What follows belongs to an exercise in optimizing a design on an open flow for small area, a short achievable clock period and few clock cycles per item; a production flow would make more cautious choices. Function was checked by simulation only, so behaviour that the tests miss may differ from the original.

<file path="config.mk">
export PLATFORM = sky130hd
export DESIGN_NAME = sqrt_binary_search
export DESIGN_NICKNAME = sqrt_binary_search
export VERILOG_FILES = /design/flow/design.v
export SDC_FILE = /design/flow/constraint.sdc
export NUM_CORES = 4
export LEC_CHECK = 0
export ABC_AREA = 1
export CAP_MARGIN = 20
export CORE_MARGIN = 2
export CORE_UTILIZATION = 40
export PLACE_DENSITY = 0.85
export SETUP_SLACK_MARGIN = 3.5
export SLEW_MARGIN = 20
export TNS_END_PERCENT = 10
</file>
<file path="constraint.sdc">
create_clock -name core_clock -period 11.0 [get_ports {clk}]
set_input_delay 2.2000 -clock core_clock [delete_from_list [all_inputs] [get_ports {clk}]]
set_output_delay 2.2000 -clock core_clock [all_outputs]
set_load 0.01 [all_outputs]
</file>
<file path="design.v">
module sqrt_head (
    input  logic [15:0] x,
    output logic [7:0] q,      
    output logic [9:0] r       
);
    wire [2:0] a0 = {1'b0, x[15:14]};
    wire [2:0] o0 = 3'b111;   
    wire [2:0] g0_0 = a0 & o0;
    wire [2:0] p0_0 = a0 | o0;
    wire [2:0] g0_1, p0_1;
    assign g0_1[0] = g0_0[0];
    assign p0_1[0] = p0_0[0];
    assign g0_1[1] = g0_0[1] | (p0_0[1] & g0_0[0]);
    assign p0_1[1] = p0_0[1] & p0_0[0];
    assign g0_1[2] = g0_0[2];
    assign p0_1[2] = p0_0[2];
    wire [2:0] g0_2, p0_2;
    assign g0_2[0] = g0_1[0];
    assign p0_2[0] = p0_1[0];
    assign g0_2[1] = g0_1[1];
    assign p0_2[1] = p0_1[1];
    assign g0_2[2] = g0_1[2] | (p0_1[2] & g0_1[1]);
    assign p0_2[2] = p0_1[2] & p0_1[1];
    wire [2:0] r1 = a0 ^ o0 ^ {g0_2[1:0], 1'b0};
    wire [0:0] q1 = ~r1[2];
    wire [3:0] a1 = {r1[1:0], x[13:12]};
    wire [3:0] o1 = {q1[0], q1 ^ q1[0], 2'b11};
    wire [3:0] g1_0 = a1 & o1;
    wire [3:0] p1_0 = a1 | o1;
    wire [3:0] g1_1, p1_1;
    assign g1_1[0] = g1_0[0];
    assign p1_1[0] = p1_0[0];
    assign g1_1[1] = g1_0[1] | (p1_0[1] & g1_0[0]);
    assign p1_1[1] = p1_0[1] & p1_0[0];
    assign g1_1[2] = g1_0[2];
    assign p1_1[2] = p1_0[2];
    assign g1_1[3] = g1_0[3] | (p1_0[3] & g1_0[2]);
    assign p1_1[3] = p1_0[3] & p1_0[2];
    wire [3:0] g1_2, p1_2;
    assign g1_2[0] = g1_1[0];
    assign p1_2[0] = p1_1[0];
    assign g1_2[1] = g1_1[1];
    assign p1_2[1] = p1_1[1];
    assign g1_2[2] = g1_1[2] | (p1_1[2] & g1_1[1]);
    assign p1_2[2] = p1_1[2] & p1_1[1];
    assign g1_2[3] = g1_1[3] | (p1_1[3] & g1_1[1]);
    assign p1_2[3] = p1_1[3] & p1_1[1];
    wire [3:0] r2 = a1 ^ o1 ^ {g1_2[2:0], 1'b0};
    wire [1:0] q2 = {q1, ~r2[3]};
    wire [4:0] a2 = {r2[2:0], x[11:10]};
    wire [4:0] o2 = {q2[0], q2 ^ {2{q2[0]}}, 2'b11};
    wire [4:0] g2_0 = a2 & o2;
    wire [4:0] p2_0 = a2 | o2;
    wire [4:0] g2_1, p2_1;
    assign g2_1[0] = g2_0[0];
    assign p2_1[0] = p2_0[0];
    assign g2_1[1] = g2_0[1] | (p2_0[1] & g2_0[0]);
    assign p2_1[1] = p2_0[1] & p2_0[0];
    assign g2_1[2] = g2_0[2];
    assign p2_1[2] = p2_0[2];
    assign g2_1[3] = g2_0[3] | (p2_0[3] & g2_0[2]);
    assign p2_1[3] = p2_0[3] & p2_0[2];
    assign g2_1[4] = g2_0[4];
    assign p2_1[4] = p2_0[4];
    wire [4:0] g2_2, p2_2;
    assign g2_2[0] = g2_1[0];
    assign p2_2[0] = p2_1[0];
    assign g2_2[1] = g2_1[1];
    assign p2_2[1] = p2_1[1];
    assign g2_2[2] = g2_1[2] | (p2_1[2] & g2_1[1]);
    assign p2_2[2] = p2_1[2] & p2_1[1];
    assign g2_2[3] = g2_1[3] | (p2_1[3] & g2_1[1]);
    assign p2_2[3] = p2_1[3] & p2_1[1];
    assign g2_2[4] = g2_1[4];
    assign p2_2[4] = p2_1[4];
    wire [4:0] g2_3, p2_3;
    assign g2_3[0] = g2_2[0];
    assign p2_3[0] = p2_2[0];
    assign g2_3[1] = g2_2[1];
    assign p2_3[1] = p2_2[1];
    assign g2_3[2] = g2_2[2];
    assign p2_3[2] = p2_2[2];
    assign g2_3[3] = g2_2[3];
    assign p2_3[3] = p2_2[3];
    assign g2_3[4] = g2_2[4] | (p2_2[4] & g2_2[3]);
    assign p2_3[4] = p2_2[4] & p2_2[3];
    wire [4:0] r3 = a2 ^ o2 ^ {g2_3[3:0], 1'b0};
    wire [2:0] q3 = {q2, ~r3[4]};
    wire [5:0] a3 = {r3[3:0], x[9:8]};
    wire [5:0] o3 = {q3[0], q3 ^ {3{q3[0]}}, 2'b11};
    wire [5:0] g3_0 = a3 & o3;
    wire [5:0] p3_0 = a3 | o3;
    wire [5:0] g3_1, p3_1;
    assign g3_1[0] = g3_0[0];
    assign p3_1[0] = p3_0[0];
    assign g3_1[1] = g3_0[1] | (p3_0[1] & g3_0[0]);
    assign p3_1[1] = p3_0[1] & p3_0[0];
    assign g3_1[2] = g3_0[2];
    assign p3_1[2] = p3_0[2];
    assign g3_1[3] = g3_0[3] | (p3_0[3] & g3_0[2]);
    assign p3_1[3] = p3_0[3] & p3_0[2];
    assign g3_1[4] = g3_0[4];
    assign p3_1[4] = p3_0[4];
    assign g3_1[5] = g3_0[5] | (p3_0[5] & g3_0[4]);
    assign p3_1[5] = p3_0[5] & p3_0[4];
    wire [5:0] g3_2, p3_2;
    assign g3_2[0] = g3_1[0];
    assign p3_2[0] = p3_1[0];
    assign g3_2[1] = g3_1[1];
    assign p3_2[1] = p3_1[1];
    assign g3_2[2] = g3_1[2] | (p3_1[2] & g3_1[1]);
    assign p3_2[2] = p3_1[2] & p3_1[1];
    assign g3_2[3] = g3_1[3] | (p3_1[3] & g3_1[1]);
    assign p3_2[3] = p3_1[3] & p3_1[1];
    assign g3_2[4] = g3_1[4];
    assign p3_2[4] = p3_1[4];
    assign g3_2[5] = g3_1[5];
    assign p3_2[5] = p3_1[5];
    wire [5:0] g3_3, p3_3;
    assign g3_3[0] = g3_2[0];
    assign p3_3[0] = p3_2[0];
    assign g3_3[1] = g3_2[1];
    assign p3_3[1] = p3_2[1];
    assign g3_3[2] = g3_2[2];
    assign p3_3[2] = p3_2[2];
    assign g3_3[3] = g3_2[3];
    assign p3_3[3] = p3_2[3];
    assign g3_3[4] = g3_2[4] | (p3_2[4] & g3_2[3]);
    assign p3_3[4] = p3_2[4] & p3_2[3];
    assign g3_3[5] = g3_2[5] | (p3_2[5] & g3_2[3]);
    assign p3_3[5] = p3_2[5] & p3_2[3];
    wire [5:0] r4 = a3 ^ o3 ^ {g3_3[4:0], 1'b0};
    wire [3:0] q4 = {q3, ~r4[5]};
    wire [6:0] a4 = {r4[4:0], x[7:6]};
    wire [6:0] o4 = {q4[0], q4 ^ {4{q4[0]}}, 2'b11};
    wire [6:0] g4_0 = a4 & o4;
    wire [6:0] p4_0 = a4 | o4;
    wire [6:0] g4_1, p4_1;
    assign g4_1[0] = g4_0[0];
    assign p4_1[0] = p4_0[0];
    assign g4_1[1] = g4_0[1] | (p4_0[1] & g4_0[0]);
    assign p4_1[1] = p4_0[1] & p4_0[0];
    assign g4_1[2] = g4_0[2];
    assign p4_1[2] = p4_0[2];
    assign g4_1[3] = g4_0[3] | (p4_0[3] & g4_0[2]);
    assign p4_1[3] = p4_0[3] & p4_0[2];
    assign g4_1[4] = g4_0[4];
    assign p4_1[4] = p4_0[4];
    assign g4_1[5] = g4_0[5] | (p4_0[5] & g4_0[4]);
    assign p4_1[5] = p4_0[5] & p4_0[4];
    assign g4_1[6] = g4_0[6];
    assign p4_1[6] = p4_0[6];
    wire [6:0] g4_2, p4_2;
    assign g4_2[0] = g4_1[0];
    assign p4_2[0] = p4_1[0];
    assign g4_2[1] = g4_1[1];
    assign p4_2[1] = p4_1[1];
    assign g4_2[2] = g4_1[2] | (p4_1[2] & g4_1[1]);
    assign p4_2[2] = p4_1[2] & p4_1[1];
    assign g4_2[3] = g4_1[3] | (p4_1[3] & g4_1[1]);
    assign p4_2[3] = p4_1[3] & p4_1[1];
    assign g4_2[4] = g4_1[4];
    assign p4_2[4] = p4_1[4];
    assign g4_2[5] = g4_1[5];
    assign p4_2[5] = p4_1[5];
    assign g4_2[6] = g4_1[6] | (p4_1[6] & g4_1[5]);
    assign p4_2[6] = p4_1[6] & p4_1[5];
    wire [6:0] g4_3, p4_3;
    assign g4_3[0] = g4_2[0];
    assign p4_3[0] = p4_2[0];
    assign g4_3[1] = g4_2[1];
    assign p4_3[1] = p4_2[1];
    assign g4_3[2] = g4_2[2];
    assign p4_3[2] = p4_2[2];
    assign g4_3[3] = g4_2[3];
    assign p4_3[3] = p4_2[3];
    assign g4_3[4] = g4_2[4] | (p4_2[4] & g4_2[3]);
    assign p4_3[4] = p4_2[4] & p4_2[3];
    assign g4_3[5] = g4_2[5] | (p4_2[5] & g4_2[3]);
    assign p4_3[5] = p4_2[5] & p4_2[3];
    assign g4_3[6] = g4_2[6] | (p4_2[6] & g4_2[3]);
    assign p4_3[6] = p4_2[6] & p4_2[3];
    wire [6:0] r5 = a4 ^ o4 ^ {g4_3[5:0], 1'b0};
    wire [4:0] q5 = {q4, ~r5[6]};
    wire [7:0] a5 = {r5[5:0], x[5:4]};
    wire [7:0] o5 = {q5[0], q5 ^ {5{q5[0]}}, 2'b11};
    wire [7:0] g5_0 = a5 & o5;
    wire [7:0] p5_0 = a5 | o5;
    wire [7:0] g5_1, p5_1;
    assign g5_1[0] = g5_0[0];
    assign p5_1[0] = p5_0[0];
    assign g5_1[1] = g5_0[1] | (p5_0[1] & g5_0[0]);
    assign p5_1[1] = p5_0[1] & p5_0[0];
    assign g5_1[2] = g5_0[2];
    assign p5_1[2] = p5_0[2];
    assign g5_1[3] = g5_0[3] | (p5_0[3] & g5_0[2]);
    assign p5_1[3] = p5_0[3] & p5_0[2];
    assign g5_1[4] = g5_0[4];
    assign p5_1[4] = p5_0[4];
    assign g5_1[5] = g5_0[5] | (p5_0[5] & g5_0[4]);
    assign p5_1[5] = p5_0[5] & p5_0[4];
    assign g5_1[6] = g5_0[6];
    assign p5_1[6] = p5_0[6];
    assign g5_1[7] = g5_0[7] | (p5_0[7] & g5_0[6]);
    assign p5_1[7] = p5_0[7] & p5_0[6];
    wire [7:0] g5_2, p5_2;
    assign g5_2[0] = g5_1[0];
    assign p5_2[0] = p5_1[0];
    assign g5_2[1] = g5_1[1];
    assign p5_2[1] = p5_1[1];
    assign g5_2[2] = g5_1[2] | (p5_1[2] & g5_1[1]);
    assign p5_2[2] = p5_1[2] & p5_1[1];
    assign g5_2[3] = g5_1[3] | (p5_1[3] & g5_1[1]);
    assign p5_2[3] = p5_1[3] & p5_1[1];
    assign g5_2[4] = g5_1[4];
    assign p5_2[4] = p5_1[4];
    assign g5_2[5] = g5_1[5];
    assign p5_2[5] = p5_1[5];
    assign g5_2[6] = g5_1[6] | (p5_1[6] & g5_1[5]);
    assign p5_2[6] = p5_1[6] & p5_1[5];
    assign g5_2[7] = g5_1[7] | (p5_1[7] & g5_1[5]);
    assign p5_2[7] = p5_1[7] & p5_1[5];
    wire [7:0] g5_3, p5_3;
    assign g5_3[0] = g5_2[0];
    assign p5_3[0] = p5_2[0];
    assign g5_3[1] = g5_2[1];
    assign p5_3[1] = p5_2[1];
    assign g5_3[2] = g5_2[2];
    assign p5_3[2] = p5_2[2];
    assign g5_3[3] = g5_2[3];
    assign p5_3[3] = p5_2[3];
    assign g5_3[4] = g5_2[4] | (p5_2[4] & g5_2[3]);
    assign p5_3[4] = p5_2[4] & p5_2[3];
    assign g5_3[5] = g5_2[5] | (p5_2[5] & g5_2[3]);
    assign p5_3[5] = p5_2[5] & p5_2[3];
    assign g5_3[6] = g5_2[6] | (p5_2[6] & g5_2[3]);
    assign p5_3[6] = p5_2[6] & p5_2[3];
    assign g5_3[7] = g5_2[7] | (p5_2[7] & g5_2[3]);
    assign p5_3[7] = p5_2[7] & p5_2[3];
    wire [7:0] r6 = a5 ^ o5 ^ {g5_3[6:0], 1'b0};
    wire [5:0] q6 = {q5, ~r6[7]};
    wire [8:0] a6 = {r6[6:0], x[3:2]};
    wire [8:0] o6 = {q6[0], q6 ^ {6{q6[0]}}, 2'b11};
    wire [8:0] g6_0 = a6 & o6;
    wire [8:0] p6_0 = a6 | o6;
    wire [8:0] g6_1, p6_1;
    assign g6_1[0] = g6_0[0];
    assign p6_1[0] = p6_0[0];
    assign g6_1[1] = g6_0[1] | (p6_0[1] & g6_0[0]);
    assign p6_1[1] = p6_0[1] & p6_0[0];
    assign g6_1[2] = g6_0[2];
    assign p6_1[2] = p6_0[2];
    assign g6_1[3] = g6_0[3] | (p6_0[3] & g6_0[2]);
    assign p6_1[3] = p6_0[3] & p6_0[2];
    assign g6_1[4] = g6_0[4];
    assign p6_1[4] = p6_0[4];
    assign g6_1[5] = g6_0[5] | (p6_0[5] & g6_0[4]);
    assign p6_1[5] = p6_0[5] & p6_0[4];
    assign g6_1[6] = g6_0[6];
    assign p6_1[6] = p6_0[6];
    assign g6_1[7] = g6_0[7] | (p6_0[7] & g6_0[6]);
    assign p6_1[7] = p6_0[7] & p6_0[6];
    assign g6_1[8] = g6_0[8];
    assign p6_1[8] = p6_0[8];
    wire [8:0] g6_2, p6_2;
    assign g6_2[0] = g6_1[0];
    assign p6_2[0] = p6_1[0];
    assign g6_2[1] = g6_1[1];
    assign p6_2[1] = p6_1[1];
    assign g6_2[2] = g6_1[2] | (p6_1[2] & g6_1[1]);
    assign p6_2[2] = p6_1[2] & p6_1[1];
    assign g6_2[3] = g6_1[3] | (p6_1[3] & g6_1[1]);
    assign p6_2[3] = p6_1[3] & p6_1[1];
    assign g6_2[4] = g6_1[4];
    assign p6_2[4] = p6_1[4];
    assign g6_2[5] = g6_1[5];
    assign p6_2[5] = p6_1[5];
    assign g6_2[6] = g6_1[6] | (p6_1[6] & g6_1[5]);
    assign p6_2[6] = p6_1[6] & p6_1[5];
    assign g6_2[7] = g6_1[7] | (p6_1[7] & g6_1[5]);
    assign p6_2[7] = p6_1[7] & p6_1[5];
    assign g6_2[8] = g6_1[8];
    assign p6_2[8] = p6_1[8];
    wire [8:0] g6_3, p6_3;
    assign g6_3[0] = g6_2[0];
    assign p6_3[0] = p6_2[0];
    assign g6_3[1] = g6_2[1];
    assign p6_3[1] = p6_2[1];
    assign g6_3[2] = g6_2[2];
    assign p6_3[2] = p6_2[2];
    assign g6_3[3] = g6_2[3];
    assign p6_3[3] = p6_2[3];
    assign g6_3[4] = g6_2[4] | (p6_2[4] & g6_2[3]);
    assign p6_3[4] = p6_2[4] & p6_2[3];
    assign g6_3[5] = g6_2[5] | (p6_2[5] & g6_2[3]);
    assign p6_3[5] = p6_2[5] & p6_2[3];
    assign g6_3[6] = g6_2[6] | (p6_2[6] & g6_2[3]);
    assign p6_3[6] = p6_2[6] & p6_2[3];
    assign g6_3[7] = g6_2[7] | (p6_2[7] & g6_2[3]);
    assign p6_3[7] = p6_2[7] & p6_2[3];
    assign g6_3[8] = g6_2[8];
    assign p6_3[8] = p6_2[8];
    wire [8:0] g6_4, p6_4;
    assign g6_4[0] = g6_3[0];
    assign p6_4[0] = p6_3[0];
    assign g6_4[1] = g6_3[1];
    assign p6_4[1] = p6_3[1];
    assign g6_4[2] = g6_3[2];
    assign p6_4[2] = p6_3[2];
    assign g6_4[3] = g6_3[3];
    assign p6_4[3] = p6_3[3];
    assign g6_4[4] = g6_3[4];
    assign p6_4[4] = p6_3[4];
    assign g6_4[5] = g6_3[5];
    assign p6_4[5] = p6_3[5];
    assign g6_4[6] = g6_3[6];
    assign p6_4[6] = p6_3[6];
    assign g6_4[7] = g6_3[7];
    assign p6_4[7] = p6_3[7];
    assign g6_4[8] = g6_3[8] | (p6_3[8] & g6_3[7]);
    assign p6_4[8] = p6_3[8] & p6_3[7];
    wire [8:0] r7 = a6 ^ o6 ^ {g6_4[7:0], 1'b0};
    wire [6:0] q7 = {q6, ~r7[8]};
    wire [9:0] a7 = {r7[7:0], x[1:0]};
    wire [9:0] o7 = {q7[0], q7 ^ {7{q7[0]}}, 2'b11};
    wire [9:0] g7_0 = a7 & o7;
    wire [9:0] p7_0 = a7 | o7;
    wire [9:0] g7_1, p7_1;
    assign g7_1[0] = g7_0[0];
    assign p7_1[0] = p7_0[0];
    assign g7_1[1] = g7_0[1] | (p7_0[1] & g7_0[0]);
    assign p7_1[1] = p7_0[1] & p7_0[0];
    assign g7_1[2] = g7_0[2];
    assign p7_1[2] = p7_0[2];
    assign g7_1[3] = g7_0[3] | (p7_0[3] & g7_0[2]);
    assign p7_1[3] = p7_0[3] & p7_0[2];
    assign g7_1[4] = g7_0[4];
    assign p7_1[4] = p7_0[4];
    assign g7_1[5] = g7_0[5] | (p7_0[5] & g7_0[4]);
    assign p7_1[5] = p7_0[5] & p7_0[4];
    assign g7_1[6] = g7_0[6];
    assign p7_1[6] = p7_0[6];
    assign g7_1[7] = g7_0[7] | (p7_0[7] & g7_0[6]);
    assign p7_1[7] = p7_0[7] & p7_0[6];
    assign g7_1[8] = g7_0[8];
    assign p7_1[8] = p7_0[8];
    assign g7_1[9] = g7_0[9] | (p7_0[9] & g7_0[8]);
    assign p7_1[9] = p7_0[9] & p7_0[8];
    wire [9:0] g7_2, p7_2;
    assign g7_2[0] = g7_1[0];
    assign p7_2[0] = p7_1[0];
    assign g7_2[1] = g7_1[1];
    assign p7_2[1] = p7_1[1];
    assign g7_2[2] = g7_1[2] | (p7_1[2] & g7_1[1]);
    assign p7_2[2] = p7_1[2] & p7_1[1];
    assign g7_2[3] = g7_1[3] | (p7_1[3] & g7_1[1]);
    assign p7_2[3] = p7_1[3] & p7_1[1];
    assign g7_2[4] = g7_1[4];
    assign p7_2[4] = p7_1[4];
    assign g7_2[5] = g7_1[5];
    assign p7_2[5] = p7_1[5];
    assign g7_2[6] = g7_1[6] | (p7_1[6] & g7_1[5]);
    assign p7_2[6] = p7_1[6] & p7_1[5];
    assign g7_2[7] = g7_1[7] | (p7_1[7] & g7_1[5]);
    assign p7_2[7] = p7_1[7] & p7_1[5];
    assign g7_2[8] = g7_1[8];
    assign p7_2[8] = p7_1[8];
    assign g7_2[9] = g7_1[9];
    assign p7_2[9] = p7_1[9];
    wire [9:0] g7_3, p7_3;
    assign g7_3[0] = g7_2[0];
    assign p7_3[0] = p7_2[0];
    assign g7_3[1] = g7_2[1];
    assign p7_3[1] = p7_2[1];
    assign g7_3[2] = g7_2[2];
    assign p7_3[2] = p7_2[2];
    assign g7_3[3] = g7_2[3];
    assign p7_3[3] = p7_2[3];
    assign g7_3[4] = g7_2[4] | (p7_2[4] & g7_2[3]);
    assign p7_3[4] = p7_2[4] & p7_2[3];
    assign g7_3[5] = g7_2[5] | (p7_2[5] & g7_2[3]);
    assign p7_3[5] = p7_2[5] & p7_2[3];
    assign g7_3[6] = g7_2[6] | (p7_2[6] & g7_2[3]);
    assign p7_3[6] = p7_2[6] & p7_2[3];
    assign g7_3[7] = g7_2[7] | (p7_2[7] & g7_2[3]);
    assign p7_3[7] = p7_2[7] & p7_2[3];
    assign g7_3[8] = g7_2[8];
    assign p7_3[8] = p7_2[8];
    assign g7_3[9] = g7_2[9];
    assign p7_3[9] = p7_2[9];
    wire [9:0] g7_4, p7_4;
    assign g7_4[0] = g7_3[0];
    assign p7_4[0] = p7_3[0];
    assign g7_4[1] = g7_3[1];
    assign p7_4[1] = p7_3[1];
    assign g7_4[2] = g7_3[2];
    assign p7_4[2] = p7_3[2];
    assign g7_4[3] = g7_3[3];
    assign p7_4[3] = p7_3[3];
    assign g7_4[4] = g7_3[4];
    assign p7_4[4] = p7_3[4];
    assign g7_4[5] = g7_3[5];
    assign p7_4[5] = p7_3[5];
    assign g7_4[6] = g7_3[6];
    assign p7_4[6] = p7_3[6];
    assign g7_4[7] = g7_3[7];
    assign p7_4[7] = p7_3[7];
    assign g7_4[8] = g7_3[8] | (p7_3[8] & g7_3[7]);
    assign p7_4[8] = p7_3[8] & p7_3[7];
    assign g7_4[9] = g7_3[9] | (p7_3[9] & g7_3[7]);
    assign p7_4[9] = p7_3[9] & p7_3[7];
    wire [9:0] r8 = a7 ^ o7 ^ {g7_4[8:0], 1'b0};
    wire [7:0] q8 = {q7, ~r8[9]};
    assign q = q8;
    assign r = r8;
endmodule
module sqrt_tail (
    input  logic [7:0] q,
    input  logic [9:0] r,
    output logic [11:0] root
);
    wire [10:0] a8 = {r[8:0], 2'b00};
    wire [10:0] o8 = {q[0], q ^ {8{q[0]}}, 2'b11};
    wire [10:0] g8_0 = a8 & o8;
    wire [10:0] p8_0 = a8 | o8;
    wire [10:0] g8_1, p8_1;
    assign g8_1[0] = g8_0[0];
    assign p8_1[0] = p8_0[0];
    assign g8_1[1] = g8_0[1] | (p8_0[1] & g8_0[0]);
    assign p8_1[1] = p8_0[1] & p8_0[0];
    assign g8_1[2] = g8_0[2];
    assign p8_1[2] = p8_0[2];
    assign g8_1[3] = g8_0[3] | (p8_0[3] & g8_0[2]);
    assign p8_1[3] = p8_0[3] & p8_0[2];
    assign g8_1[4] = g8_0[4];
    assign p8_1[4] = p8_0[4];
    assign g8_1[5] = g8_0[5] | (p8_0[5] & g8_0[4]);
    assign p8_1[5] = p8_0[5] & p8_0[4];
    assign g8_1[6] = g8_0[6];
    assign p8_1[6] = p8_0[6];
    assign g8_1[7] = g8_0[7] | (p8_0[7] & g8_0[6]);
    assign p8_1[7] = p8_0[7] & p8_0[6];
    assign g8_1[8] = g8_0[8];
    assign p8_1[8] = p8_0[8];
    assign g8_1[9] = g8_0[9] | (p8_0[9] & g8_0[8]);
    assign p8_1[9] = p8_0[9] & p8_0[8];
    assign g8_1[10] = g8_0[10];
    assign p8_1[10] = p8_0[10];
    wire [10:0] g8_2, p8_2;
    assign g8_2[0] = g8_1[0];
    assign p8_2[0] = p8_1[0];
    assign g8_2[1] = g8_1[1];
    assign p8_2[1] = p8_1[1];
    assign g8_2[2] = g8_1[2] | (p8_1[2] & g8_1[1]);
    assign p8_2[2] = p8_1[2] & p8_1[1];
    assign g8_2[3] = g8_1[3] | (p8_1[3] & g8_1[1]);
    assign p8_2[3] = p8_1[3] & p8_1[1];
    assign g8_2[4] = g8_1[4];
    assign p8_2[4] = p8_1[4];
    assign g8_2[5] = g8_1[5];
    assign p8_2[5] = p8_1[5];
    assign g8_2[6] = g8_1[6] | (p8_1[6] & g8_1[5]);
    assign p8_2[6] = p8_1[6] & p8_1[5];
    assign g8_2[7] = g8_1[7] | (p8_1[7] & g8_1[5]);
    assign p8_2[7] = p8_1[7] & p8_1[5];
    assign g8_2[8] = g8_1[8];
    assign p8_2[8] = p8_1[8];
    assign g8_2[9] = g8_1[9];
    assign p8_2[9] = p8_1[9];
    assign g8_2[10] = g8_1[10] | (p8_1[10] & g8_1[9]);
    assign p8_2[10] = p8_1[10] & p8_1[9];
    wire [10:0] g8_3, p8_3;
    assign g8_3[0] = g8_2[0];
    assign p8_3[0] = p8_2[0];
    assign g8_3[1] = g8_2[1];
    assign p8_3[1] = p8_2[1];
    assign g8_3[2] = g8_2[2];
    assign p8_3[2] = p8_2[2];
    assign g8_3[3] = g8_2[3];
    assign p8_3[3] = p8_2[3];
    assign g8_3[4] = g8_2[4] | (p8_2[4] & g8_2[3]);
    assign p8_3[4] = p8_2[4] & p8_2[3];
    assign g8_3[5] = g8_2[5] | (p8_2[5] & g8_2[3]);
    assign p8_3[5] = p8_2[5] & p8_2[3];
    assign g8_3[6] = g8_2[6] | (p8_2[6] & g8_2[3]);
    assign p8_3[6] = p8_2[6] & p8_2[3];
    assign g8_3[7] = g8_2[7] | (p8_2[7] & g8_2[3]);
    assign p8_3[7] = p8_2[7] & p8_2[3];
    assign g8_3[8] = g8_2[8];
    assign p8_3[8] = p8_2[8];
    assign g8_3[9] = g8_2[9];
    assign p8_3[9] = p8_2[9];
    assign g8_3[10] = g8_2[10];
    assign p8_3[10] = p8_2[10];
    wire [10:0] g8_4, p8_4;
    assign g8_4[0] = g8_3[0];
    assign p8_4[0] = p8_3[0];
    assign g8_4[1] = g8_3[1];
    assign p8_4[1] = p8_3[1];
    assign g8_4[2] = g8_3[2];
    assign p8_4[2] = p8_3[2];
    assign g8_4[3] = g8_3[3];
    assign p8_4[3] = p8_3[3];
    assign g8_4[4] = g8_3[4];
    assign p8_4[4] = p8_3[4];
    assign g8_4[5] = g8_3[5];
    assign p8_4[5] = p8_3[5];
    assign g8_4[6] = g8_3[6];
    assign p8_4[6] = p8_3[6];
    assign g8_4[7] = g8_3[7];
    assign p8_4[7] = p8_3[7];
    assign g8_4[8] = g8_3[8] | (p8_3[8] & g8_3[7]);
    assign p8_4[8] = p8_3[8] & p8_3[7];
    assign g8_4[9] = g8_3[9] | (p8_3[9] & g8_3[7]);
    assign p8_4[9] = p8_3[9] & p8_3[7];
    assign g8_4[10] = g8_3[10] | (p8_3[10] & g8_3[7]);
    assign p8_4[10] = p8_3[10] & p8_3[7];
    wire [10:0] r9 = a8 ^ o8 ^ {g8_4[9:0], 1'b0};
    wire [8:0] q9 = {q, ~r9[10]};
    wire [11:0] a9 = {r9[9:0], 2'b00};
    wire [11:0] o9 = {q9[0], q9 ^ {9{q9[0]}}, 2'b11};
    wire [11:0] g9_0 = a9 & o9;
    wire [11:0] p9_0 = a9 | o9;
    wire [11:0] g9_1, p9_1;
    assign g9_1[0] = g9_0[0];
    assign p9_1[0] = p9_0[0];
    assign g9_1[1] = g9_0[1] | (p9_0[1] & g9_0[0]);
    assign p9_1[1] = p9_0[1] & p9_0[0];
    assign g9_1[2] = g9_0[2];
    assign p9_1[2] = p9_0[2];
    assign g9_1[3] = g9_0[3] | (p9_0[3] & g9_0[2]);
    assign p9_1[3] = p9_0[3] & p9_0[2];
    assign g9_1[4] = g9_0[4];
    assign p9_1[4] = p9_0[4];
    assign g9_1[5] = g9_0[5] | (p9_0[5] & g9_0[4]);
    assign p9_1[5] = p9_0[5] & p9_0[4];
    assign g9_1[6] = g9_0[6];
    assign p9_1[6] = p9_0[6];
    assign g9_1[7] = g9_0[7] | (p9_0[7] & g9_0[6]);
    assign p9_1[7] = p9_0[7] & p9_0[6];
    assign g9_1[8] = g9_0[8];
    assign p9_1[8] = p9_0[8];
    assign g9_1[9] = g9_0[9] | (p9_0[9] & g9_0[8]);
    assign p9_1[9] = p9_0[9] & p9_0[8];
    assign g9_1[10] = g9_0[10];
    assign p9_1[10] = p9_0[10];
    assign g9_1[11] = g9_0[11] | (p9_0[11] & g9_0[10]);
    assign p9_1[11] = p9_0[11] & p9_0[10];
    wire [11:0] g9_2, p9_2;
    assign g9_2[0] = g9_1[0];
    assign p9_2[0] = p9_1[0];
    assign g9_2[1] = g9_1[1];
    assign p9_2[1] = p9_1[1];
    assign g9_2[2] = g9_1[2] | (p9_1[2] & g9_1[1]);
    assign p9_2[2] = p9_1[2] & p9_1[1];
    assign g9_2[3] = g9_1[3] | (p9_1[3] & g9_1[1]);
    assign p9_2[3] = p9_1[3] & p9_1[1];
    assign g9_2[4] = g9_1[4];
    assign p9_2[4] = p9_1[4];
    assign g9_2[5] = g9_1[5];
    assign p9_2[5] = p9_1[5];
    assign g9_2[6] = g9_1[6] | (p9_1[6] & g9_1[5]);
    assign p9_2[6] = p9_1[6] & p9_1[5];
    assign g9_2[7] = g9_1[7] | (p9_1[7] & g9_1[5]);
    assign p9_2[7] = p9_1[7] & p9_1[5];
    assign g9_2[8] = g9_1[8];
    assign p9_2[8] = p9_1[8];
    assign g9_2[9] = g9_1[9];
    assign p9_2[9] = p9_1[9];
    assign g9_2[10] = g9_1[10] | (p9_1[10] & g9_1[9]);
    assign p9_2[10] = p9_1[10] & p9_1[9];
    assign g9_2[11] = g9_1[11] | (p9_1[11] & g9_1[9]);
    assign p9_2[11] = p9_1[11] & p9_1[9];
    wire [11:0] g9_3, p9_3;
    assign g9_3[0] = g9_2[0];
    assign p9_3[0] = p9_2[0];
    assign g9_3[1] = g9_2[1];
    assign p9_3[1] = p9_2[1];
    assign g9_3[2] = g9_2[2];
    assign p9_3[2] = p9_2[2];
    assign g9_3[3] = g9_2[3];
    assign p9_3[3] = p9_2[3];
    assign g9_3[4] = g9_2[4] | (p9_2[4] & g9_2[3]);
    assign p9_3[4] = p9_2[4] & p9_2[3];
    assign g9_3[5] = g9_2[5] | (p9_2[5] & g9_2[3]);
    assign p9_3[5] = p9_2[5] & p9_2[3];
    assign g9_3[6] = g9_2[6] | (p9_2[6] & g9_2[3]);
    assign p9_3[6] = p9_2[6] & p9_2[3];
    assign g9_3[7] = g9_2[7] | (p9_2[7] & g9_2[3]);
    assign p9_3[7] = p9_2[7] & p9_2[3];
    assign g9_3[8] = g9_2[8];
    assign p9_3[8] = p9_2[8];
    assign g9_3[9] = g9_2[9];
    assign p9_3[9] = p9_2[9];
    assign g9_3[10] = g9_2[10];
    assign p9_3[10] = p9_2[10];
    assign g9_3[11] = g9_2[11];
    assign p9_3[11] = p9_2[11];
    wire [11:0] g9_4, p9_4;
    assign g9_4[0] = g9_3[0];
    assign p9_4[0] = p9_3[0];
    assign g9_4[1] = g9_3[1];
    assign p9_4[1] = p9_3[1];
    assign g9_4[2] = g9_3[2];
    assign p9_4[2] = p9_3[2];
    assign g9_4[3] = g9_3[3];
    assign p9_4[3] = p9_3[3];
    assign g9_4[4] = g9_3[4];
    assign p9_4[4] = p9_3[4];
    assign g9_4[5] = g9_3[5];
    assign p9_4[5] = p9_3[5];
    assign g9_4[6] = g9_3[6];
    assign p9_4[6] = p9_3[6];
    assign g9_4[7] = g9_3[7];
    assign p9_4[7] = p9_3[7];
    assign g9_4[8] = g9_3[8] | (p9_3[8] & g9_3[7]);
    assign p9_4[8] = p9_3[8] & p9_3[7];
    assign g9_4[9] = g9_3[9] | (p9_3[9] & g9_3[7]);
    assign p9_4[9] = p9_3[9] & p9_3[7];
    assign g9_4[10] = g9_3[10] | (p9_3[10] & g9_3[7]);
    assign p9_4[10] = p9_3[10] & p9_3[7];
    assign g9_4[11] = g9_3[11] | (p9_3[11] & g9_3[7]);
    assign p9_4[11] = p9_3[11] & p9_3[7];
    wire [11:0] r10 = a9 ^ o9 ^ {g9_4[10:0], 1'b0};
    wire [9:0] q10 = {q9, ~r10[11]};
    wire [12:0] a10 = {r10[10:0], 2'b00};
    wire [12:0] o10 = {q10[0], q10 ^ {10{q10[0]}}, 2'b11};
    wire [12:0] g10_0 = a10 & o10;
    wire [12:0] p10_0 = a10 | o10;
    wire [12:0] g10_1, p10_1;
    assign g10_1[0] = g10_0[0];
    assign p10_1[0] = p10_0[0];
    assign g10_1[1] = g10_0[1] | (p10_0[1] & g10_0[0]);
    assign p10_1[1] = p10_0[1] & p10_0[0];
    assign g10_1[2] = g10_0[2];
    assign p10_1[2] = p10_0[2];
    assign g10_1[3] = g10_0[3] | (p10_0[3] & g10_0[2]);
    assign p10_1[3] = p10_0[3] & p10_0[2];
    assign g10_1[4] = g10_0[4];
    assign p10_1[4] = p10_0[4];
    assign g10_1[5] = g10_0[5] | (p10_0[5] & g10_0[4]);
    assign p10_1[5] = p10_0[5] & p10_0[4];
    assign g10_1[6] = g10_0[6];
    assign p10_1[6] = p10_0[6];
    assign g10_1[7] = g10_0[7] | (p10_0[7] & g10_0[6]);
    assign p10_1[7] = p10_0[7] & p10_0[6];
    assign g10_1[8] = g10_0[8];
    assign p10_1[8] = p10_0[8];
    assign g10_1[9] = g10_0[9] | (p10_0[9] & g10_0[8]);
    assign p10_1[9] = p10_0[9] & p10_0[8];
    assign g10_1[10] = g10_0[10];
    assign p10_1[10] = p10_0[10];
    assign g10_1[11] = g10_0[11] | (p10_0[11] & g10_0[10]);
    assign p10_1[11] = p10_0[11] & p10_0[10];
    assign g10_1[12] = g10_0[12];
    assign p10_1[12] = p10_0[12];
    wire [12:0] g10_2, p10_2;
    assign g10_2[0] = g10_1[0];
    assign p10_2[0] = p10_1[0];
    assign g10_2[1] = g10_1[1];
    assign p10_2[1] = p10_1[1];
    assign g10_2[2] = g10_1[2] | (p10_1[2] & g10_1[1]);
    assign p10_2[2] = p10_1[2] & p10_1[1];
    assign g10_2[3] = g10_1[3] | (p10_1[3] & g10_1[1]);
    assign p10_2[3] = p10_1[3] & p10_1[1];
    assign g10_2[4] = g10_1[4];
    assign p10_2[4] = p10_1[4];
    assign g10_2[5] = g10_1[5];
    assign p10_2[5] = p10_1[5];
    assign g10_2[6] = g10_1[6] | (p10_1[6] & g10_1[5]);
    assign p10_2[6] = p10_1[6] & p10_1[5];
    assign g10_2[7] = g10_1[7] | (p10_1[7] & g10_1[5]);
    assign p10_2[7] = p10_1[7] & p10_1[5];
    assign g10_2[8] = g10_1[8];
    assign p10_2[8] = p10_1[8];
    assign g10_2[9] = g10_1[9];
    assign p10_2[9] = p10_1[9];
    assign g10_2[10] = g10_1[10] | (p10_1[10] & g10_1[9]);
    assign p10_2[10] = p10_1[10] & p10_1[9];
    assign g10_2[11] = g10_1[11] | (p10_1[11] & g10_1[9]);
    assign p10_2[11] = p10_1[11] & p10_1[9];
    assign g10_2[12] = g10_1[12];
    assign p10_2[12] = p10_1[12];
    wire [12:0] g10_3, p10_3;
    assign g10_3[0] = g10_2[0];
    assign p10_3[0] = p10_2[0];
    assign g10_3[1] = g10_2[1];
    assign p10_3[1] = p10_2[1];
    assign g10_3[2] = g10_2[2];
    assign p10_3[2] = p10_2[2];
    assign g10_3[3] = g10_2[3];
    assign p10_3[3] = p10_2[3];
    assign g10_3[4] = g10_2[4] | (p10_2[4] & g10_2[3]);
    assign p10_3[4] = p10_2[4] & p10_2[3];
    assign g10_3[5] = g10_2[5] | (p10_2[5] & g10_2[3]);
    assign p10_3[5] = p10_2[5] & p10_2[3];
    assign g10_3[6] = g10_2[6] | (p10_2[6] & g10_2[3]);
    assign p10_3[6] = p10_2[6] & p10_2[3];
    assign g10_3[7] = g10_2[7] | (p10_2[7] & g10_2[3]);
    assign p10_3[7] = p10_2[7] & p10_2[3];
    assign g10_3[8] = g10_2[8];
    assign p10_3[8] = p10_2[8];
    assign g10_3[9] = g10_2[9];
    assign p10_3[9] = p10_2[9];
    assign g10_3[10] = g10_2[10];
    assign p10_3[10] = p10_2[10];
    assign g10_3[11] = g10_2[11];
    assign p10_3[11] = p10_2[11];
    assign g10_3[12] = g10_2[12] | (p10_2[12] & g10_2[11]);
    assign p10_3[12] = p10_2[12] & p10_2[11];
    wire [12:0] g10_4, p10_4;
    assign g10_4[0] = g10_3[0];
    assign p10_4[0] = p10_3[0];
    assign g10_4[1] = g10_3[1];
    assign p10_4[1] = p10_3[1];
    assign g10_4[2] = g10_3[2];
    assign p10_4[2] = p10_3[2];
    assign g10_4[3] = g10_3[3];
    assign p10_4[3] = p10_3[3];
    assign g10_4[4] = g10_3[4];
    assign p10_4[4] = p10_3[4];
    assign g10_4[5] = g10_3[5];
    assign p10_4[5] = p10_3[5];
    assign g10_4[6] = g10_3[6];
    assign p10_4[6] = p10_3[6];
    assign g10_4[7] = g10_3[7];
    assign p10_4[7] = p10_3[7];
    assign g10_4[8] = g10_3[8] | (p10_3[8] & g10_3[7]);
    assign p10_4[8] = p10_3[8] & p10_3[7];
    assign g10_4[9] = g10_3[9] | (p10_3[9] & g10_3[7]);
    assign p10_4[9] = p10_3[9] & p10_3[7];
    assign g10_4[10] = g10_3[10] | (p10_3[10] & g10_3[7]);
    assign p10_4[10] = p10_3[10] & p10_3[7];
    assign g10_4[11] = g10_3[11] | (p10_3[11] & g10_3[7]);
    assign p10_4[11] = p10_3[11] & p10_3[7];
    assign g10_4[12] = g10_3[12] | (p10_3[12] & g10_3[7]);
    assign p10_4[12] = p10_3[12] & p10_3[7];
    wire [12:0] r11 = a10 ^ o10 ^ {g10_4[11:0], 1'b0};
    wire [10:0] q11 = {q10, ~r11[12]};
    wire [13:0] a11 = {r11[11:0], 2'b00};
    wire [13:0] o11 = {q11[0], q11 ^ {11{q11[0]}}, 2'b11};
    wire [13:0] g11_0 = a11 & o11;
    wire [13:0] p11_0 = a11 | o11;
    wire [13:0] g11_1, p11_1;
    assign g11_1[0] = g11_0[0];
    assign p11_1[0] = p11_0[0];
    assign g11_1[1] = g11_0[1] | (p11_0[1] & g11_0[0]);
    assign p11_1[1] = p11_0[1] & p11_0[0];
    assign g11_1[2] = g11_0[2];
    assign p11_1[2] = p11_0[2];
    assign g11_1[3] = g11_0[3] | (p11_0[3] & g11_0[2]);
    assign p11_1[3] = p11_0[3] & p11_0[2];
    assign g11_1[4] = g11_0[4];
    assign p11_1[4] = p11_0[4];
    assign g11_1[5] = g11_0[5] | (p11_0[5] & g11_0[4]);
    assign p11_1[5] = p11_0[5] & p11_0[4];
    assign g11_1[6] = g11_0[6];
    assign p11_1[6] = p11_0[6];
    assign g11_1[7] = g11_0[7] | (p11_0[7] & g11_0[6]);
    assign p11_1[7] = p11_0[7] & p11_0[6];
    assign g11_1[8] = g11_0[8];
    assign p11_1[8] = p11_0[8];
    assign g11_1[9] = g11_0[9] | (p11_0[9] & g11_0[8]);
    assign p11_1[9] = p11_0[9] & p11_0[8];
    assign g11_1[10] = g11_0[10];
    assign p11_1[10] = p11_0[10];
    assign g11_1[11] = g11_0[11] | (p11_0[11] & g11_0[10]);
    assign p11_1[11] = p11_0[11] & p11_0[10];
    assign g11_1[12] = g11_0[12];
    assign p11_1[12] = p11_0[12];
    assign g11_1[13] = g11_0[13] | (p11_0[13] & g11_0[12]);
    assign p11_1[13] = p11_0[13] & p11_0[12];
    wire [13:0] g11_2, p11_2;
    assign g11_2[0] = g11_1[0];
    assign p11_2[0] = p11_1[0];
    assign g11_2[1] = g11_1[1];
    assign p11_2[1] = p11_1[1];
    assign g11_2[2] = g11_1[2] | (p11_1[2] & g11_1[1]);
    assign p11_2[2] = p11_1[2] & p11_1[1];
    assign g11_2[3] = g11_1[3] | (p11_1[3] & g11_1[1]);
    assign p11_2[3] = p11_1[3] & p11_1[1];
    assign g11_2[4] = g11_1[4];
    assign p11_2[4] = p11_1[4];
    assign g11_2[5] = g11_1[5];
    assign p11_2[5] = p11_1[5];
    assign g11_2[6] = g11_1[6] | (p11_1[6] & g11_1[5]);
    assign p11_2[6] = p11_1[6] & p11_1[5];
    assign g11_2[7] = g11_1[7] | (p11_1[7] & g11_1[5]);
    assign p11_2[7] = p11_1[7] & p11_1[5];
    assign g11_2[8] = g11_1[8];
    assign p11_2[8] = p11_1[8];
    assign g11_2[9] = g11_1[9];
    assign p11_2[9] = p11_1[9];
    assign g11_2[10] = g11_1[10] | (p11_1[10] & g11_1[9]);
    assign p11_2[10] = p11_1[10] & p11_1[9];
    assign g11_2[11] = g11_1[11] | (p11_1[11] & g11_1[9]);
    assign p11_2[11] = p11_1[11] & p11_1[9];
    assign g11_2[12] = g11_1[12];
    assign p11_2[12] = p11_1[12];
    assign g11_2[13] = g11_1[13];
    assign p11_2[13] = p11_1[13];
    wire [13:0] g11_3, p11_3;
    assign g11_3[0] = g11_2[0];
    assign p11_3[0] = p11_2[0];
    assign g11_3[1] = g11_2[1];
    assign p11_3[1] = p11_2[1];
    assign g11_3[2] = g11_2[2];
    assign p11_3[2] = p11_2[2];
    assign g11_3[3] = g11_2[3];
    assign p11_3[3] = p11_2[3];
    assign g11_3[4] = g11_2[4] | (p11_2[4] & g11_2[3]);
    assign p11_3[4] = p11_2[4] & p11_2[3];
    assign g11_3[5] = g11_2[5] | (p11_2[5] & g11_2[3]);
    assign p11_3[5] = p11_2[5] & p11_2[3];
    assign g11_3[6] = g11_2[6] | (p11_2[6] & g11_2[3]);
    assign p11_3[6] = p11_2[6] & p11_2[3];
    assign g11_3[7] = g11_2[7] | (p11_2[7] & g11_2[3]);
    assign p11_3[7] = p11_2[7] & p11_2[3];
    assign g11_3[8] = g11_2[8];
    assign p11_3[8] = p11_2[8];
    assign g11_3[9] = g11_2[9];
    assign p11_3[9] = p11_2[9];
    assign g11_3[10] = g11_2[10];
    assign p11_3[10] = p11_2[10];
    assign g11_3[11] = g11_2[11];
    assign p11_3[11] = p11_2[11];
    assign g11_3[12] = g11_2[12] | (p11_2[12] & g11_2[11]);
    assign p11_3[12] = p11_2[12] & p11_2[11];
    assign g11_3[13] = g11_2[13] | (p11_2[13] & g11_2[11]);
    assign p11_3[13] = p11_2[13] & p11_2[11];
    wire [13:0] g11_4, p11_4;
    assign g11_4[0] = g11_3[0];
    assign p11_4[0] = p11_3[0];
    assign g11_4[1] = g11_3[1];
    assign p11_4[1] = p11_3[1];
    assign g11_4[2] = g11_3[2];
    assign p11_4[2] = p11_3[2];
    assign g11_4[3] = g11_3[3];
    assign p11_4[3] = p11_3[3];
    assign g11_4[4] = g11_3[4];
    assign p11_4[4] = p11_3[4];
    assign g11_4[5] = g11_3[5];
    assign p11_4[5] = p11_3[5];
    assign g11_4[6] = g11_3[6];
    assign p11_4[6] = p11_3[6];
    assign g11_4[7] = g11_3[7];
    assign p11_4[7] = p11_3[7];
    assign g11_4[8] = g11_3[8] | (p11_3[8] & g11_3[7]);
    assign p11_4[8] = p11_3[8] & p11_3[7];
    assign g11_4[9] = g11_3[9] | (p11_3[9] & g11_3[7]);
    assign p11_4[9] = p11_3[9] & p11_3[7];
    assign g11_4[10] = g11_3[10] | (p11_3[10] & g11_3[7]);
    assign p11_4[10] = p11_3[10] & p11_3[7];
    assign g11_4[11] = g11_3[11] | (p11_3[11] & g11_3[7]);
    assign p11_4[11] = p11_3[11] & p11_3[7];
    assign g11_4[12] = g11_3[12] | (p11_3[12] & g11_3[7]);
    assign p11_4[12] = p11_3[12] & p11_3[7];
    assign g11_4[13] = g11_3[13] | (p11_3[13] & g11_3[7]);
    assign p11_4[13] = p11_3[13] & p11_3[7];
    wire [13:0] r12 = a11 ^ o11 ^ {g11_4[12:0], 1'b0};
    wire [11:0] q12 = {q11, ~r12[13]};
    assign root = q12;
endmodule
module sqrt_binary_search (
    input  logic        clk,
    input  logic        rst,         
    input  logic        valid_in,
    input  logic [15:0] x,           
    output logic [15:0] x_sqrt,      
    output logic        valid_out
);
    logic [7:0] q_d, q_r;
    logic [9:0] r_d, r_r;
    logic        v_r;
    logic [11:0] root;
    sqrt_head head (.x(x), .q(q_d), .r(r_d));
    always_ff @(posedge clk) begin
        if (rst) v_r <= 1'b0;
        else     v_r <= valid_in;
        q_r <= q_d;
        r_r <= r_d;
    end
    sqrt_tail tail (.q(q_r), .r(r_r), .root(root));
    assign x_sqrt    = {4'd0, root};
    assign valid_out = v_r;
endmodule
</file>
<file path="flow/run.sh">
#!/bin/bash
# The standard layout (standard.sh), with these changes:
#  - synthesis: no adder-cell mapping (ADDER_MAP_FILE empty), so ABC maps the
#    adders from plain gates instead of the slow ha/fa cells, and the final ABC
#    mapping uses flow/abc_iter.script (see flow/synth_iter.tcl);
#  - buf_2 cells as the port buffers (buffer_ports otherwise picks the slow
#    clkdlybuf4s50_1);
#  - setup repair only resizes cells (SETUP_MOVE_SEQUENCE=sizeup).
set -e
here=$(pwd)
export ADDER_MAP_FILE=
export BUFFER_PORTS_ARGS="-buffer_cell sky130_fd_sc_hd__buf_2"
export SETUP_MOVE_SEQUENCE=sizeup
bash standard.sh SYNTH_SCRIPT=$here/flow/synth_iter.tcl finish > standard.log 2>&1
</file>
<file path="flow/abc_iter.script">
strash
dch
map -B 0.9
strash
dch
map -B 0.9
strash
dch
map -B 0.9
strash
dch
map -B 0.9
strash
dch
map -B 0.9
strash
dch
map -B 0.9
strash
dch
map -B 0.9
strash
dch
map -B 0.9
strash
dch
map -B 0.9
strash
dch
map -B 0.9
topo
stime -c
buffer -c
upsize -c
dnsize -c
</file>
<file path="flow/synth_iter.tcl">
# The standard flow's synthesis (synth_recipe.tcl, which sources ORFS's synth.tcl) with one
# change: the final technology mapping runs ABC with abc_iter.script, which
# repeats ORFS's area script's strash/dch/map round 8 times before sizing.
# Everything before it (synth -nofsm -noshare, flip-flop mapping) and after it
# (flatten, renames) is the standard flow's own, so the registers are the standard ones.
set ::abc_iter_script [file normalize [file join [file dirname [info script]] abc_iter.script]]
set ::synth_recipe_tcl [file normalize [file join [file dirname [info script]] .. synth_recipe.tcl]]
proc abc {args} {
  set i [lsearch -exact $args -script]
  if {$i >= 0} { lset args [expr {$i + 1}] $::abc_iter_script }
  puts "abc: mapping with $::abc_iter_script"
  yosys abc {*}$args
}
source $::synth_recipe_tcl
</file>
<file path="standard.sh">
#!/bin/bash
# synth_recipe.tcl (not shown) runs the flow's synth.tcl, then flattens the netlist and writes it again
# the make line also repeats each setting of config.mk as NAME=value (left out here)
make -C /OpenROAD-flow-scripts/flow DESIGN_CONFIG=/design/flow/config.mk WORK_HOME=/design/flow/orfs CLKGATE_MAP_FILE= SYNTH_SCRIPT=/design/flow/synth_recipe.tcl "${@:-finish}"
</file>
==> run_summary.xml, run 1 <==
<?xml version="1.0" encoding="UTF-8"?>
<metrics>
  <group name="setup_path">
    <metric name="crit_path_max_incr_delay" unit="ns">0.48</metric>
    <metric name="critical_path.max_fanout" unit="">11</metric>
    <metric name="timing.critical_path.from_type" unit="">flip-flop</metric>
    <metric name="required" unit="ns">8.80</metric>
    <metric name="cpMaxStageDelayCell" unit="">sky130_fd_sc_hd__dfxtp_1</metric>
    <metric name="worstPathArrival" unit="ns">4.69</metric>
    <metric name="critPathKind" unit="">flip-flop to output pin</metric>
    <metric name="end_of_the_critical_path" unit="">x_sqrt[0]</metric>
    <metric name="path_common_cell" unit="">sky130_fd_sc_hd__nand2_1</metric>
    <metric name="setup.worst_path.end_class" unit="">output pin</metric>
    <metric name="startpoint" unit="">q_r[2]</metric>
  </group>
  <group name="hold_path">
    <metric name="hp-class" unit="">input port to flip-flop</metric>
  </group>
  <group name="floorplanning">
    <metric name="coreArea" unit="um^2">8720</metric>
    <metric name="die_y" unit="um">98.8</metric>
    <metric name="top_level_ports" unit="">36</metric>
    <metric name="die-area" unit="um^2">9770</metric>
    <metric name="core.rowCount" unit="">34</metric>
    <metric name="die-width" unit="um">98.8</metric>
    <metric name="initial_utilization" unit="%">41.2</metric>
  </group>
  <group name="route">
    <metric name="drt.antenna.violating_nets" unit="">0</metric>
    <metric name="viasPerCell" unit="">4.85</metric>
    <metric name="first_pass_iters" unit="">4</metric>
    <metric name="post_drt_wl_per_cell" unit="um">10.3</metric>
    <metric name="detailed_route_via_count" unit="">3816</metric>
    <metric name="wirelength" unit="mm">8.13</metric>
    <metric name="initialDrtViolationCount" unit="">123</metric>
    <metric name="drt_drc_violations_left" unit="">0</metric>
  </group>
  <group name="grt">
    <metric name="via_count_of_the_first_global_routing_pass" unit="">3468</metric>
    <metric name="grt_overflow_total" unit="">0</metric>
    <metric name="groute.usage.overall" unit="%">17.2</metric>
    <metric name="largest_net_degree_at_the_start_of_global_routing" unit="">15</metric>
    <metric name="number_of_antenna_violations_at_the_first_check_in_global_routing" unit="">0</metric>
    <metric name="grt_first_pass_wirelength" unit="mm">14.5</metric>
  </group>
  <group name="synth">
    <metric name="synth.area.top_cells" unit="">sky130_fd_sc_hd__nand2_1 (27%), sky130_fd_sc_hd__nand3_1 (13%), sky130_fd_sc_hd__dfxtp_1 (10%)</metric>
    <metric name="synth_cell_type_count" unit="">35</metric>
    <metric name="synth_adder_area_share" unit="%">0</metric>
    <metric name="ys_ff_latch" unit="">18</metric>
    <metric name="yosys-mux-area-fraction" unit="%">0</metric>
    <metric name="synthSimpleGateAreaFrac" unit="%">61.2</metric>
    <metric name="ys.warnings.count" unit="">1</metric>
    <metric name="yosys.area.top_type_share" unit="%">27.1</metric>
    <metric name="synth-compound-area-share" unit="%">4.66</metric>
    <metric name="synthesis.area" unit="um^2">3600</metric>
    <metric name="xor_xnor_cell_area_share_of_the_yosys_netlist" unit="%">13.6</metric>
    <metric name="synth.yosys.seq_area_share" unit="%">10.0</metric>
    <metric name="postSynthCellCount" unit="">649</metric>
    <metric name="synthesis.area_per_instance" unit="um^2">5.54</metric>
    <metric name="synth_top_family_by_area" unit="">simple AND/OR/NAND/NOR gates</metric>
    <metric name="yosys.area.top_type" unit="">sky130_fd_sc_hd__nand2_1</metric>
  </group>
  <group name="final_layout">
    <metric name="fin_nets" unit="">699</metric>
    <metric name="flow.area_growth_from_synthesis" unit="%">8.56</metric>
    <metric name="multi_input_comb_area" unit="um^2">2900</metric>
    <metric name="nFillCells" unit="">929</metric>
    <metric name="antennaDiodeCount" unit="">0</metric>
    <metric name="drive_gt1_share" unit="%">17.6</metric>
    <metric name="regArea" unit="um^2">365</metric>
  </group>
  <group name="timing">
    <metric name="rsz_0062_raised_after_global_routing" unit="">no</metric>
    <metric name="timing.slew.headroom" unit="%">53.0</metric>
    <metric name="tightestPinTransition" unit="ns">0.703</metric>
    <metric name="finalSetupTns" unit="ns">0</metric>
    <metric name="setup_violating_endpoint_count_in_the_final_report" unit="">0</metric>
    <metric name="max_clock_freq" unit="MHz">145</metric>
    <metric name="min_period" unit="ns">6.89</metric>
    <metric name="maxSlewViolCount" unit="">0</metric>
    <metric name="finalHoldWorstSlack" unit="ns">2.09</metric>
    <metric name="timing.final.hold_violations" unit="">0</metric>
    <metric name="final_min_period_over_clock_period" unit="%">62.6</metric>
  </group>
  <group name="clock_tree">
    <metric name="cts_buffer_depth" unit="">2</metric>
    <metric name="clk_sinks" unit="">18</metric>
    <metric name="clk_pin_slew_worst_paths" unit="ns">0.06</metric>
    <metric name="cts_root_buffer" unit="">sky130_fd_sc_hd__clkbuf_8</metric>
    <metric name="cts_tree" unit="">built</metric>
    <metric name="number_of_buffers_inserted_during_clock_tree_synthesis" unit="">3</metric>
    <metric name="cts_setup_buffers" unit="">0</metric>
    <metric name="h-tree-depth" unit="">1</metric>
  </group>
  <group name="placed_design">
    <metric name="buffers_on_ports" unit="">31</metric>
    <metric name="gp_congestion" unit="">0.961</metric>
    <metric name="dpl.hpwl" unit="mm">6.86</metric>
  </group>
  <group name="run_status">
    <metric name="outcome" unit="">no timing/DRC/antenna violations</metric>
  </group>
  <group name="flow_run">
    <metric name="maxCapViolations" unit="">0</metric>
  </group>
</metrics>
worst min path at each step:
stage,startpoint,end,depth (start not counted)
CTS,rst,v_r,2
finish,rst,v_r,2
global route,rst,v_r,2
floorplan,x[0],r_r[0],1
detailed placement,rst,v_r,2
global placement,rst,v_r,2
synthesized netlist by cell type, drive strengths merged:
cell      n
inv      80
nand3   105
dfxtp    18
nand2b    1
clkbuf    1
xor2     34
buf       7
a21o      3
or2      10
conb      1
o21ai    16
nand3b    9
a21oi     4
nand4     5
clkinv    2
nor2     40
nand2   293
xnor2    20
critical path, delay by kind of cell (launching register included):
kind / cells / cell delay, ns
flip-flops: 1 / 0.48
AO/OA/AOI/OAI: 4 / 0.59
buffers and inverters: 2 / 0.17
AND/OR/NAND/NOR: 29 / 2.78
XOR/XNOR: 2 / 0.44
layer usage:
| layer | vias up | track usage [%] | wire, um |
|---|---|---|---|
| li1 | 2070 | - | - |
| met1 | 1637 | 21.4 | 3630 |
| met2 | 88 | 30.7 | 3930 |
| met3 | 21 | 1.13 | 320 |
| met5 | - | 0 | 0 |
| met4 | 0 | 7.17 | 251 |
cells in the final DEF (no fill, tap or decap), types with 2 or more instances in the layout:
master	instances
sky130_fd_sc_hd__a21o_1	3
sky130_fd_sc_hd__a21oi_2	2
sky130_fd_sc_hd__buf_2	31
sky130_fd_sc_hd__clkbuf_8	3
sky130_fd_sc_hd__conb_1	4
sky130_fd_sc_hd__dfxtp_1	16
sky130_fd_sc_hd__inv_1	74
sky130_fd_sc_hd__inv_2	6
sky130_fd_sc_hd__nand2_1	258
sky130_fd_sc_hd__nand2_2	25
sky130_fd_sc_hd__nand2_4	10
sky130_fd_sc_hd__nand3_1	88
sky130_fd_sc_hd__nand3_2	14
sky130_fd_sc_hd__nand3_4	3
sky130_fd_sc_hd__nand3b_1	9
sky130_fd_sc_hd__nand4_1	5
sky130_fd_sc_hd__nor2_1	33
sky130_fd_sc_hd__nor2_2	4
sky130_fd_sc_hd__nor2_4	3
sky130_fd_sc_hd__o21ai_0	8
sky130_fd_sc_hd__o21ai_1	3
sky130_fd_sc_hd__o21ai_2	4
sky130_fd_sc_hd__or2_1	4
sky130_fd_sc_hd__or2_2	6
sky130_fd_sc_hd__xnor2_1	20
sky130_fd_sc_hd__xor2_1	32
sky130_fd_sc_hd__xor2_2	2
sequential cells by signal, indices dropped and copies added, names as in the netlist:
register and count:
r_r 9, q_r 8, v_r 1
through the flow:
step	setup slack [ns]	instances	util (%)	area (um^2)
finish	4.11	786	44.8	3910
detailed placement	4.09	783	43.9	3830
floorplan	4.82	652	-	3610
global placement	4.25	783	43.9	3830
global route	3.51	786	44.8	3910
CTS	3.78	786	44.4	3870
final cells by class:
type,count,area share [%]
inverters,82,7.91
multi-input cells,544,74.2
well taps,108,3.46
clock buffers,3,1.06
repair buffers,31,3.97
flip-flops and latches,18,9.36
repair_timing:
action | CTS | global route
hold buffers | 0 | 0
endpoints found under the hold margin | 0 | 0
gates resized for setup | 0 | 9
setup endpoints to repair | 0 | 1
kinds of logic after synthesis:
group           count (synthesis)
buf+inv                        90
compound gates                 23
simple gates                  463
flops                          18
other cells                     1
xor+xnor                       54
Testbench counts, summed over its fixed seeds: cycles 262,148, items 262,144.
==> inputs of run 2 (changes only) <==
--- a/flow/abc_iter.script
+++ b/flow/abc_iter.script
@@ -1,8 +1,2 @@
-strash
-dch
-map -B 0.9
-strash
-dch
-map -B 0.9
 strash
 dch
==> run 2 against run 1 <==
  * Still clean on timing, DRC and antenna
  * Worst setup slack worse by 0.020 ns
  * Maximum frequency is 0.29% lower
  * First-iteration DRC count is 11% higher
  * Flip-flop and latch count stayed put
  * Core utilization is 1.1 points higher
  * Routed wire length is 6.7% lower
  * Critical path depth is 4 higher
  * Largest cell class unchanged
==> run_summary.xml, run 2 <==
<?xml version="1.0" encoding="UTF-8"?>
<metrics>
  <group name="synth">
    <metric name="synth_most_common_cell" unit="">sky130_fd_sc_hd__nand2_1</metric>
    <metric name="synthesis.area_per_instance" unit="um^2">5.39</metric>
    <metric name="synthesis.area" unit="um^2">3470</metric>
    <metric name="synth.yosys.seq_area_share" unit="%">10.4</metric>
    <metric name="postSynthCellCount" unit="">645</metric>
    <metric name="synth_cell_type_count" unit="">31</metric>
    <metric name="ys_ff_latch" unit="">18</metric>
    <metric name="yosys.area.top_type" unit="">sky130_fd_sc_hd__nand2_1</metric>
    <metric name="async_reset_ff_share" unit="%">0</metric>
    <metric name="synth.area.top_cells" unit="">sky130_fd_sc_hd__nand2_1 (30%), sky130_fd_sc_hd__nand3_1 (12%), sky130_fd_sc_hd__dfxtp_1 (10%)</metric>
    <metric name="yosys.area.top_type_share" unit="%">29.5</metric>
    <metric name="synth_edf_count" unit="">0</metric>
    <metric name="ys.warnings.count" unit="">1</metric>
    <metric name="dominantRegCellSynth" unit="">sky130_fd_sc_hd__dfxtp_1</metric>
    <metric name="synth.cells.most_frequent" unit="">sky130_fd_sc_hd__nand2_1 (273), sky130_fd_sc_hd__nand3_1 (83), sky130_fd_sc_hd__inv_1 (75), sky130_fd_sc_hd__nor2_1 (36)</metric>
  </group>
  <group name="setup_path">
    <metric name="crit_path_max_incr_delay" unit="ns">0.44</metric>
    <metric name="critical_path.max_fanout" unit="">14</metric>
    <metric name="path_common_cell" unit="">sky130_fd_sc_hd__nand2_1</metric>
    <metric name="cpMaxStageDelayCell" unit="">sky130_fd_sc_hd__dfxtp_4</metric>
    <metric name="critPathKind" unit="">flip-flop to output pin</metric>
    <metric name="required" unit="ns">8.80</metric>
    <metric name="setup.worst_path.end_class" unit="">output pin</metric>
    <metric name="worstPathArrival" unit="ns">4.71</metric>
    <metric name="timing.critical_path.from_type" unit="">flip-flop</metric>
    <metric name="startpoint" unit="">q_r[0]</metric>
  </group>
  <group name="route">
    <metric name="first_pass_iters" unit="">5</metric>
    <metric name="drt.antenna.violating_nets" unit="">0</metric>
    <metric name="wirelength" unit="mm">7.59</metric>
    <metric name="viasPerCell" unit="">4.81</metric>
    <metric name="detailed_route_via_count" unit="">3755</metric>
    <metric name="initialDrtViolationCount" unit="">137</metric>
    <metric name="drt_drc_violations_left" unit="">0</metric>
    <metric name="post_drt_wl_per_cell" unit="um">9.71</metric>
  </group>
  <group name="timing">
    <metric name="timing.final.hold_violations" unit="">0</metric>
    <metric name="finalHoldWorstSlack" unit="ns">2.10</metric>
    <metric name="setup_violating_endpoint_count_in_the_final_report" unit="">0</metric>
    <metric name="min_period" unit="ns">6.91</metric>
    <metric name="max_clock_freq" unit="MHz">145</metric>
    <metric name="final_min_period_over_clock_period" unit="%">62.8</metric>
    <metric name="timing.final.ws_setup" unit="ns">4.09</metric>
    <metric name="maxSlewViolCount" unit="">0</metric>
    <metric name="finalSetupTns" unit="ns">0</metric>
    <metric name="rsz_0062_raised_after_global_routing" unit="">no</metric>
  </group>
  <group name="grt">
    <metric name="via_count_of_the_first_global_routing_pass" unit="">3218</metric>
    <metric name="number_of_antenna_violations_at_the_first_check_in_global_routing" unit="">0</metric>
    <metric name="grt_overflow_total" unit="">0</metric>
    <metric name="groute.usage.overall" unit="%">16.0</metric>
    <metric name="grt_first_pass_wirelength" unit="mm">13.3</metric>
    <metric name="largest_net_degree_at_the_start_of_global_routing" unit="">15</metric>
  </group>
  <group name="final_layout">
    <metric name="regArea" unit="um^2">365</metric>
    <metric name="drive_gt1_share" unit="%">15.4</metric>
    <metric name="fin_nets" unit="">696</metric>
    <metric name="multi_input_comb_area" unit="um^2">2800</metric>
    <metric name="nFillCells" unit="">854</metric>
    <metric name="largest_register" unit="">r_r</metric>
    <metric name="number_of_flip_flops_under_the_largest_register_name" unit="">9</metric>
    <metric name="flow.area_growth_from_synthesis" unit="%">9.65</metric>
    <metric name="layout.cells.most_common" unit="">sky130_fd_sc_hd__nand2_1</metric>
    <metric name="reg.largest.list" unit="">r_r (9), q_r (8), v_r (1)</metric>
    <metric name="antennaDiodeCount" unit="">0</metric>
    <metric name="most-common-layout-cells" unit="">sky130_fd_sc_hd__nand2_1 (270), sky130_fd_sc_hd__nand3_1 (82), sky130_fd_sc_hd__inv_1 (75), sky130_fd_sc_hd__nor2_1 (33), sky130_fd_sc_hd__buf_2 (31)</metric>
  </group>
  <group name="placed_design">
    <metric name="buffers_on_ports" unit="">31</metric>
    <metric name="gp_congestion" unit="">0.945</metric>
    <metric name="place_worst_setup_slack" unit="ns">3.92</metric>
    <metric name="dpl.hpwl" unit="mm">6.43</metric>
  </group>
  <group name="floorplanning">
    <metric name="coreArea" unit="um^2">8300</metric>
    <metric name="initial_utilization" unit="%">41.9</metric>
    <metric name="core.rowCount" unit="">33</metric>
    <metric name="die-width" unit="um">97.2</metric>
    <metric name="top_level_ports" unit="">36</metric>
    <metric name="die_y" unit="um">97.2</metric>
    <metric name="die-area" unit="um^2">9440</metric>
  </group>
  <group name="clock_tree">
    <metric name="cts.hold.buffers_added" unit="">0</metric>
    <metric name="clk_sinks" unit="">18</metric>
    <metric name="number_of_buffers_inserted_during_clock_tree_synthesis" unit="">3</metric>
    <metric name="cts_root_buffer" unit="">sky130_fd_sc_hd__clkbuf_8</metric>
    <metric name="cts_buffer_depth" unit="">2</metric>
    <metric name="ctsResizeCount" unit="">0</metric>
    <metric name="h-tree-depth" unit="">1</metric>
    <metric name="cts_tree" unit="">built</metric>
    <metric name="cts_setup_buffers" unit="">0</metric>
    <metric name="clk_pin_slew_worst_paths" unit="ns">0.06</metric>
  </group>
  <group name="hold_path">
    <metric name="hp-class" unit="">input port to flip-flop</metric>
    <metric name="hp_start" unit="">rst</metric>
  </group>
  <group name="flow_run">
    <metric name="maxCapViolations" unit="">0</metric>
  </group>
  <group name="run_status">
    <metric name="outcome" unit="">no timing/DRC/antenna violations</metric>
  </group>
</metrics>
[run 2: cell families after synthesis]
group / count (synthesis) / synth area share [%]
xor+xnor: 57 / 14.6
flops: 18 / 10.4
simple gates: 456 / 60.1
compound gates: 26 / 4.54
other cells: 1 / 0.108
buf+inv: 87 / 10.3
[run 2: per-stage QoR]
step / area [um^2] / instances / utilization, %
floorplan: 3480 / 648 / -
global placement: 3710 / 777 / 44.8
detailed placement: 3710 / 777 / 44.8
CTS: 3770 / 781 / 45.4
global route: 3810 / 781 / 45.9
finish: 3810 / 781 / 45.9
[run 2: area by class of cell]
| type | instances | area share (%) |
|---|---|---|
| clock buffers | 4 | 1.45 |
| inverters | 80 | 7.92 |
| multi-input cells | 543 | 73.5 |
| flip-flops and latches | 18 | 9.59 |
| well taps | 105 | 3.45 |
| repair buffers | 31 | 4.07 |
[run 2: final timing paths]
check         to  slack [ns]  cells after the start
max    x_sqrt[0]        4.09                     41
min          v_r        2.10                      2
[run 2: worst max-delay path, delay by kind of cell (launching register included)]
kind,cells,cell delay [ns]
AO/OA/AOI/OAI,4,0.63
buffers and inverters,4,0.27
flip-flops,1,0.44
AND/OR/NAND/NOR,33,3.12
[run 2: layer usage]
| layer | vias up | global-route usage [%] | share of wire, % |
|---|---|---|---|
| met5 | - | 0 | 0 |
| met4 | 0 | 5.74 | 2.6 |
| met3 | 19 | 0.719 | 4.4 |
| met2 | 80 | 28.3 | 47 |
| met1 | 1589 | 20.6 | 46 |
| li1 | 2067 | - | - |

static timing again, ports no longer ideal:
How much do the figures lean on ideal ports? The routed layouts below were timed once more, with nothing changed but the port constraints. Step 1, drivers: a clkbuf_16 drives clk and a buf_2 each remaining input, both assumed. Step 2, shift: input delay + t, output delay - t, t = (earliest + latest rising clock arrival at the registers) / 2. This alone moves slack from input paths to output paths. Three values: ideal, step 1, step 2; two values: the first two.
run	t (ns)	setup WS [ns]	hold slack, ns	worst data-port slew with drivers (ns)
run 1	0.276	4.112 / 4.086 / 4.362	2.094 / 2.088 / 2.364	0.03
run 2	0.277	4.092 / 4.066 / 4.343	2.098 / 2.092 / 2.369	0.03
After both steps setup and hold are still met in every run listed.
